Source: an optimization exercise on an open RTL-to-GDS flow (aim: small area, a short achievable clock period and few clock cycles per item). Production flows keep margins and buffers that such runs may drop.
Function not checked in this run: the RTL went through the layout flow alone.
No activity file was given, so power comes from the tool's default toggle rates.

==> design/flow/design.v <==
module division_float_32(clock, start, operand1, operand2, result, finish, illegal);
	input clock;
	input start;
	input [31:0] operand1, operand2;
	output [31:0] result;
	output finish;
	output illegal;
	wire [23:0] m1 = {1'b1, operand1[22:0]};
	wire [23:0] m2 = {1'b1, operand2[22:0]};
	wire        big = operand1[22:0] >= operand2[22:0];    
	wire [7:0]  ex0 = operand1[30:23] + ~operand2[30:23] + 8'd127;
	wire [7:0]  ex1 = operand1[30:23] + ~operand2[30:23] + 8'd128;
	reg  [7:0]  exp_r;
	reg         zero_r, sign_r;
	reg  [22:0] d;
	always @(posedge clock) begin
		d <= operand2[22:0];
		exp_r  <= (({1'b0, operand1[30:23]} + 9'd127) < {1'b0, operand2[30:23]} || operand1 == 32'd0) ? 8'd0 :
		          big ? ex1 : ex0;
		zero_r <= (operand1 == 32'd0);
		sign_r <= (operand1[31] ^ operand2[31]) & (operand1 != 32'd0);
	end
	function automatic [25:0] step(input [24:0] r, input [22:0] dd, input inj);
		reg [24:0] b, g, p;
		reg [24:0] G1, P1;
		reg [24:0] G2, P2;
		reg [24:0] G3, P3;
		reg [24:0] G4, P4;
		reg [24:0] G5, P5;
		reg [24:0] G6, P6;
		reg [24:0] G7, P7;
		reg [24:0] G8, P8;
		reg [25:0] c;
		reg [23:0] diff;
		begin
			b = {1'b1, 1'b0, ~dd};
			g = r & b;
			p = r | b;
			g[0] = g[0] | p[0];   
			G1 = g; P1 = p;
			G1[1] = g[1] | (p[1] & g[0]); P1[1] = p[1] & p[0];
			G1[3] = g[3] | (p[3] & g[2]); P1[3] = p[3] & p[2];
			G1[5] = g[5] | (p[5] & g[4]); P1[5] = p[5] & p[4];
			G1[7] = g[7] | (p[7] & g[6]); P1[7] = p[7] & p[6];
			G1[9] = g[9] | (p[9] & g[8]); P1[9] = p[9] & p[8];
			G1[11] = g[11] | (p[11] & g[10]); P1[11] = p[11] & p[10];
			G1[13] = g[13] | (p[13] & g[12]); P1[13] = p[13] & p[12];
			G1[15] = g[15] | (p[15] & g[14]); P1[15] = p[15] & p[14];
			G1[17] = g[17] | (p[17] & g[16]); P1[17] = p[17] & p[16];
			G1[19] = g[19] | (p[19] & g[18]); P1[19] = p[19] & p[18];
			G1[21] = g[21] | (p[21] & g[20]); P1[21] = p[21] & p[20];
			G1[23] = g[23] | (p[23] & g[22]); P1[23] = p[23] & p[22];
			G2 = G1; P2 = P1;
			G2[3] = G1[3] | (P1[3] & G1[1]); P2[3] = P1[3] & P1[1];
			G2[7] = G1[7] | (P1[7] & G1[5]); P2[7] = P1[7] & P1[5];
			G2[11] = G1[11] | (P1[11] & G1[9]); P2[11] = P1[11] & P1[9];
			G2[15] = G1[15] | (P1[15] & G1[13]); P2[15] = P1[15] & P1[13];
			G2[19] = G1[19] | (P1[19] & G1[17]); P2[19] = P1[19] & P1[17];
			G2[23] = G1[23] | (P1[23] & G1[21]); P2[23] = P1[23] & P1[21];
			G3 = G2; P3 = P2;
			G3[7] = G2[7] | (P2[7] & G2[3]); P3[7] = P2[7] & P2[3];
			G3[15] = G2[15] | (P2[15] & G2[11]); P3[15] = P2[15] & P2[11];
			G3[23] = G2[23] | (P2[23] & G2[19]); P3[23] = P2[23] & P2[19];
			G4 = G3; P4 = P3;
			G4[15] = G3[15] | (P3[15] & G3[7]); P4[15] = P3[15] & P3[7];
			G5 = G4; P5 = P4;
			G5[23] = G4[23] | (P4[23] & G4[15]); P5[23] = P4[23] & P4[15];
			G6 = G5; P6 = P5;
			G6[11] = G5[11] | (P5[11] & G5[7]); P6[11] = P5[11] & P5[7];
			G6[19] = G5[19] | (P5[19] & G5[15]); P6[19] = P5[19] & P5[15];
			G7 = G6; P7 = P6;
			G7[5] = G6[5] | (P6[5] & G6[3]); P7[5] = P6[5] & P6[3];
			G7[9] = G6[9] | (P6[9] & G6[7]); P7[9] = P6[9] & P6[7];
			G7[13] = G6[13] | (P6[13] & G6[11]); P7[13] = P6[13] & P6[11];
			G7[17] = G6[17] | (P6[17] & G6[15]); P7[17] = P6[17] & P6[15];
			G7[21] = G6[21] | (P6[21] & G6[19]); P7[21] = P6[21] & P6[19];
			G8 = G7; P8 = P7;
			G8[2] = G7[2] | (P7[2] & G7[1]); P8[2] = P7[2] & P7[1];
			G8[4] = G7[4] | (P7[4] & G7[3]); P8[4] = P7[4] & P7[3];
			G8[6] = G7[6] | (P7[6] & G7[5]); P8[6] = P7[6] & P7[5];
			G8[8] = G7[8] | (P7[8] & G7[7]); P8[8] = P7[8] & P7[7];
			G8[10] = G7[10] | (P7[10] & G7[9]); P8[10] = P7[10] & P7[9];
			G8[12] = G7[12] | (P7[12] & G7[11]); P8[12] = P7[12] & P7[11];
			G8[14] = G7[14] | (P7[14] & G7[13]); P8[14] = P7[14] & P7[13];
			G8[16] = G7[16] | (P7[16] & G7[15]); P8[16] = P7[16] & P7[15];
			G8[18] = G7[18] | (P7[18] & G7[17]); P8[18] = P7[18] & P7[17];
			G8[20] = G7[20] | (P7[20] & G7[19]); P8[20] = P7[20] & P7[19];
			G8[22] = G7[22] | (P7[22] & G7[21]); P8[22] = P7[22] & P7[21];
			G8[24] = G7[24] | (P7[24] & G7[23]); P8[24] = P7[24] & P7[23];
			c = {G8, 1'b1};
			diff = r[23:0] ^ ({24{c[25]}} & (b[23:0] ^ c[23:0]));
			step = {c[25], diff, inj};
		end
	endfunction
	reg  [24:0] r;
	reg  [22:0] L;
	reg  [3:0]  cnt;
	wire done = (cnt == 4'd12);
	wire [25:0] s0 = step(r, d, L[22]);
	wire [25:0] s1 = step(s0[24:0], d, L[21]);
	always @(posedge clock) begin
		if (start)
			r <= big ? {1'b0, m1} : {m1, 1'b0};
		else
			r <= s1[24:0];
		if (start) begin
			L   <= big ? {1'b0, m2[23:2]} : m2[23:1];
			cnt <= 4'd0;
		end else if (!done) begin
			L   <= {L[20:0], s0[25], s1[25]};
			cnt <= cnt + 4'd1;
		end
	end
	assign result = {sign_r, exp_r, L & {23{~zero_r}}};
	assign finish = done;
	assign illegal = (operand2 == 32'd0);
endmodule
==> design/flow/flow/run.sh <==
#!/bin/bash
# The standard layout, with plain buffers (sky130_fd_sc_hd__buf_1) on the
# ports instead of the default delay-cell buffers.
set -euo pipefail
bash standard.sh BUFFER_PORTS_ARGS="-buffer_cell sky130_fd_sc_hd__buf_1" finish > standard_flow.log 2>&1
==> design/flow/standard.sh <==
#!/bin/bash
# synth_recipe.tcl (not shown) runs the flow's synth.tcl, then flattens the netlist and writes it again
# the make line also repeats each setting of config.mk as NAME=value (left out here)
make -C /OpenROAD-flow-scripts/flow DESIGN_CONFIG=/design/flow/config.mk WORK_HOME=/design/flow/orfs CLKGATE_MAP_FILE= SYNTH_SCRIPT=/design/flow/synth_recipe.tcl "${@:-finish}"
==> design/flow/config.mk <==
export PLATFORM = sky130hd
export DESIGN_NAME = division_float_32
export DESIGN_NICKNAME = division_float_32
export VERILOG_FILES = /design/flow/design.v
export SDC_FILE = /design/flow/constraint.sdc
export NUM_CORES = 4
export LEC_CHECK = 0
export ABC_AREA = 1
export CAP_MARGIN = 20
export CORE_MARGIN = 2
export CORE_UTILIZATION = 55
export SLEW_MARGIN = 20
==> design/flow/constraint.sdc <==
create_clock -name core_clock -period 5.5 [get_ports {clock}]
set_input_delay 1.1000 -clock core_clock [delete_from_list [all_inputs] [get_ports {clock}]]
set_output_delay 1.1000 -clock core_clock [all_outputs]
set_load 0.01 [all_outputs]
==> run summary <==
-- per-stage QoR --
| step | power (uW) | setup WS (ns) | hold WS [ns] | util, % |
|---|---|---|---|---|
| 6_report | 4440 | 1.25 | 0.472 | 61.7 |
| 5_1_grt | 4940 | 0.740 | 0.526 | 61.7 |
| 4_1_cts | 4440 | 1.24 | 0.475 | 61.7 |
| 3_5_place_dp | 3840 | 1.28 | 0.461 | 59.6 |
| 3_3_place_gp | 3810 | 1.35 | 0.455 | 59.6 |
| 2_1_floorplan | 3380 | 2.18 | 0.431 | - |
-- report_power, final --
part,switching (uW),internal (uW)
Sequential,97.1,807
Combinational,1980,974
Clock,273,310
-- per-layer routing --
layer | track usage, % | up-vias | routed length (um)
li1 | - | 3997 | -
met1 | 41.3 | 3438 | 9900
met2 | 45.1 | 221 | 8840
met3 | 3.87 | 44 | 1060
met4 | 10.2 | 0 | 515
met5 | 0 | - | 0
-- flip-flops by register name, summed over array words and instances (netlist names) --
| name | flops |
|---|---|
| r | 25 |
| L | 23 |
| d | 23 |
| exp_r | 8 |
| cnt | 4 |
| sign_r | 1 |
| zero_r | 1 |
-- cell families (layout without fill, tap and decap cells) --
logic type      count (synthesis)  in the layout
simple gates                  594            594
compound gates                195            195
xor+xnor                       40             40
fa+ha+maj                      43             43
flops                          85             85
buf+inv                       230            315
-- cell usage in the layout (no fill, tap or decap), drive strengths merged, types with 6 or more instances in the layout --
cell type / count
nand2: 329
inv: 196
nand3: 112
buf: 103
nor2: 97
a21oi: 85
o21ai: 84
dfxtp: 62
ha: 42
xor2: 31
edfxtp: 23
nand4: 19
nor4: 17
o22ai: 10
clkbuf: 10
xnor2: 9
nor3: 6
clkinv: 6
-- worst register-to-register path, delay by kind of cell, from the launching register on --
family | cells | cell delay [ns]
AND/OR/NAND/NOR | 22 | 2.96
flip-flops | 1 | 0.47
buffers and inverters | 2 | 0.44
AO/OA/AOI/OAI | 2 | 0.27
-- cell type report --
class / count / area, sq um
clock buffer: 10 / 229
clock inverter: 6 / 48.8
fill: 1330 / 5070
inverter: 196 / 736
multi-input combinational: 872 / 4610
sequential: 85 / 1930
tap: 176 / 220
timing repair buffer: 103 / 402
-- how the worst max path moves through the flow --
stage | startpoint | end | slack, ns | cells past startpoint
final | d[6] | r[6] | 1.25 | 26
after global routing | d[12] | r[4] | 0.74 | 25
after detailed placement | d[2] | r[6] | 1.28 | 28
after floorplan | operand1[24] | exp_r[1] | 2.18 | 16
after global placement | d[12] | r[14] | 1.35 | 26
after CTS | d[2] | r[6] | 1.24 | 28
==> flow_metrics.env <==
export IMPL_outcome="timing/DRC/antenna clean"
export IMPL_grtUsageTotal_pct=29.0
export IMPL_max_cap_violations=0
export IMPL_viasPerCell=5.32
export IMPL_fin_setup_tns_ns=0
export IMPL_htreeDepth=3
export IMPL_post_cts_setup_buffers=0
export IMPL_synth_simple_gate_area_share_pct=35.2
export IMPL_ys_seq_area_share_pct=25.9
export IMPL_dr_total_vias=7700
export IMPL_dieArea_sq_um=14500
export IMPL_firstDrtPassIters=5
export IMPL_fmax_mhz=236
export IMPL_r2r_setup_slack_ns=1.25
export IMPL_die_y_um=120
export IMPL_port_buffers=99
export IMPL_hold_violations=0
export IMPL_synth_top_cell_area_share_pct=16.6
export IMPL_start_util_pct=56.3
export IMPL_hold_path_class="flop to flop"
export IMPL_grt_pass1_vias=6932
export IMPL_clk_pin_slew_ns=0.07
export IMPL_period_minus_slack_ns=4.25
export IMPL_grt_max_degree=80
export IMPL_synthCells=1187
export IMPL_wirelength_um=20300
export IMPL_cp_top_family="simple AND/OR/NAND/NOR gates"
export IMPL_synth_compound_area_share_pct=14.1
export IMPL_r2r_end="r[6]"
export IMPL_clock_path_buffers=2
export IMPL_synth_mux_area_share_pct=0
export IMPL_power_leakage_uw=0.00423
export IMPL_syn_nets=1296
export IMPL_drive_above_1_share_pct=5.50
export IMPL_ys_warn_count=1
export IMPL_place_congestion=0.916
export IMPL_synth_ff_type="dfxtp_1"
export IMPL_ir_drop_mv=0.222
export IMPL_cts_resized=0
export IMPL_synth_enable_flop_cells=23
export IMPL_synth_most_common_cell="nand2_1"
export IMPL_cp_end_kind="flop"
export IMPL_clock_sinks=85
export IMPL_synth_fa_ha_area_share_pct=7.31
export IMPL_root_buffer="clkbuf_16"
export IMPL_holdPathStages=1
export IMPL_fin_nets=1376
export IMPL_wl_per_cell_um=14.0
export IMPL_r2r_start="d[6]"
export IMPL_hold_buffers=0
export IMPL_clk_latency_ns=0.35
export IMPL_p_per_area_nw_per_um2=543
export IMPL_setup_viol=0
export IMPL_maxSlewHeadroom_pct=32.6
export IMPL_antenna_found_initial=0
export IMPL_ff2ff_path_depth=26
export IMPL_cts_made_buffers=9
export IMPL_drcViolationCount=0
export IMPL_startpoint_type="flop"
export IMPL_grt_pass1_wl_um=33600
export IMPL_crit_required_ns=5.74
export IMPL_first_iter_violations=519
export IMPL_critPathSlowestCell="nand2_2"
export IMPL_rsz0062_at_grt="false"
export IMPL_ys_top_cells_by_count="nand2_1 (315), inv_1 (185), nand3_1 (99), nor2_1 (95), a21oi_1 (82)"
export IMPL_cpPeakStageDelay_ns=0.56
export IMPL_grt_ovfl_total=0
export IMPL_placed_area_sq_um=7900
export IMPL_tritoncts="yes"
export IMPL_netlist_area_sq_um=7460
export IMPL_holdPathEnd="cnt[2]"
export IMPL_detailedPlacementHpwl_um=15800
export IMPL_synthXorXnorAreaFrac_pct=5.05
export IMPL_postRouteAntennaNets=0
export IMPL_ios=100
export IMPL_yosysTopAreaCell="dfxtp_1"
export IMPL_finalNonFillerCells=1448
export IMPL_hold_start="cnt[2]"
export IMPL_yosysUniqueCellTypes=49
export IMPL_die_w_um=120
export IMPL_arrival_ns=4.49
export IMPL_dp_cells=1432
export IMPL_core_area_sq_um=13200
export IMPL_path_buf_inv=2
export IMPL_insertedDiodeCount=0
export IMPL_async_flop_share_pct=0
export IMPL_final_area_sq_um=8170
export IMPL_ys_seq_elements=85
export IMPL_worstMarginPinSlew_ns=1.01
export IMPL_synth_top_family_by_area="simple AND/OR/NAND/NOR gates"
export IMPL_crit_type="flop to flop"
export IMPL_fp_row_count=42
export IMPL_crit_fanout=48
export IMPL_period_share_pct=77.2
export IMPL_synthTopCellsByArea="dfxtp_1 (17%), nand2_1 (16%), inv_1 (9.3%)"
export IMPL_area_delta_synth_final_pct=9.56
export IMPL_drv_slew=0
export IMPL_clock_skew_ns=0.00925
export IMPL_avgSynthCellArea_sq_um=6.28

==> what the ideal ports hide <==
How much do the figures lean on ideal ports? The routed layout below was timed once more, with nothing changed but the port constraints. Step 1 (the two cells are an assumption about what drives the block):
set clk [get_ports {clock}]
set_driving_cell -lib_cell sky130_fd_sc_hd__clkbuf_16 $clk
set_driving_cell -lib_cell sky130_fd_sc_hd__buf_2 [delete_from_list [all_inputs] $clk]
Step 2 moves the port delays by t, midway between the first and last clock arrival at a register: inputs arrive t later, outputs are due t later. That takes back most of the time a late clock gives input paths. a / b / c = ideal / step 1 / step 2; a / b = the first two.
shift t [ns]: 0.392
setup slack, ns: 1.254 / 1.254 / 1.254
worst setup path after step 2: register to register
clock arrival spread, ns: 0.010 / 0.011
worst data-port slew with drivers (ns): 0.04
After both steps this run still meets setup and hold. The setup slack of this run moves by 0.000 ns with the drivers and by 0.000 ns with both steps.
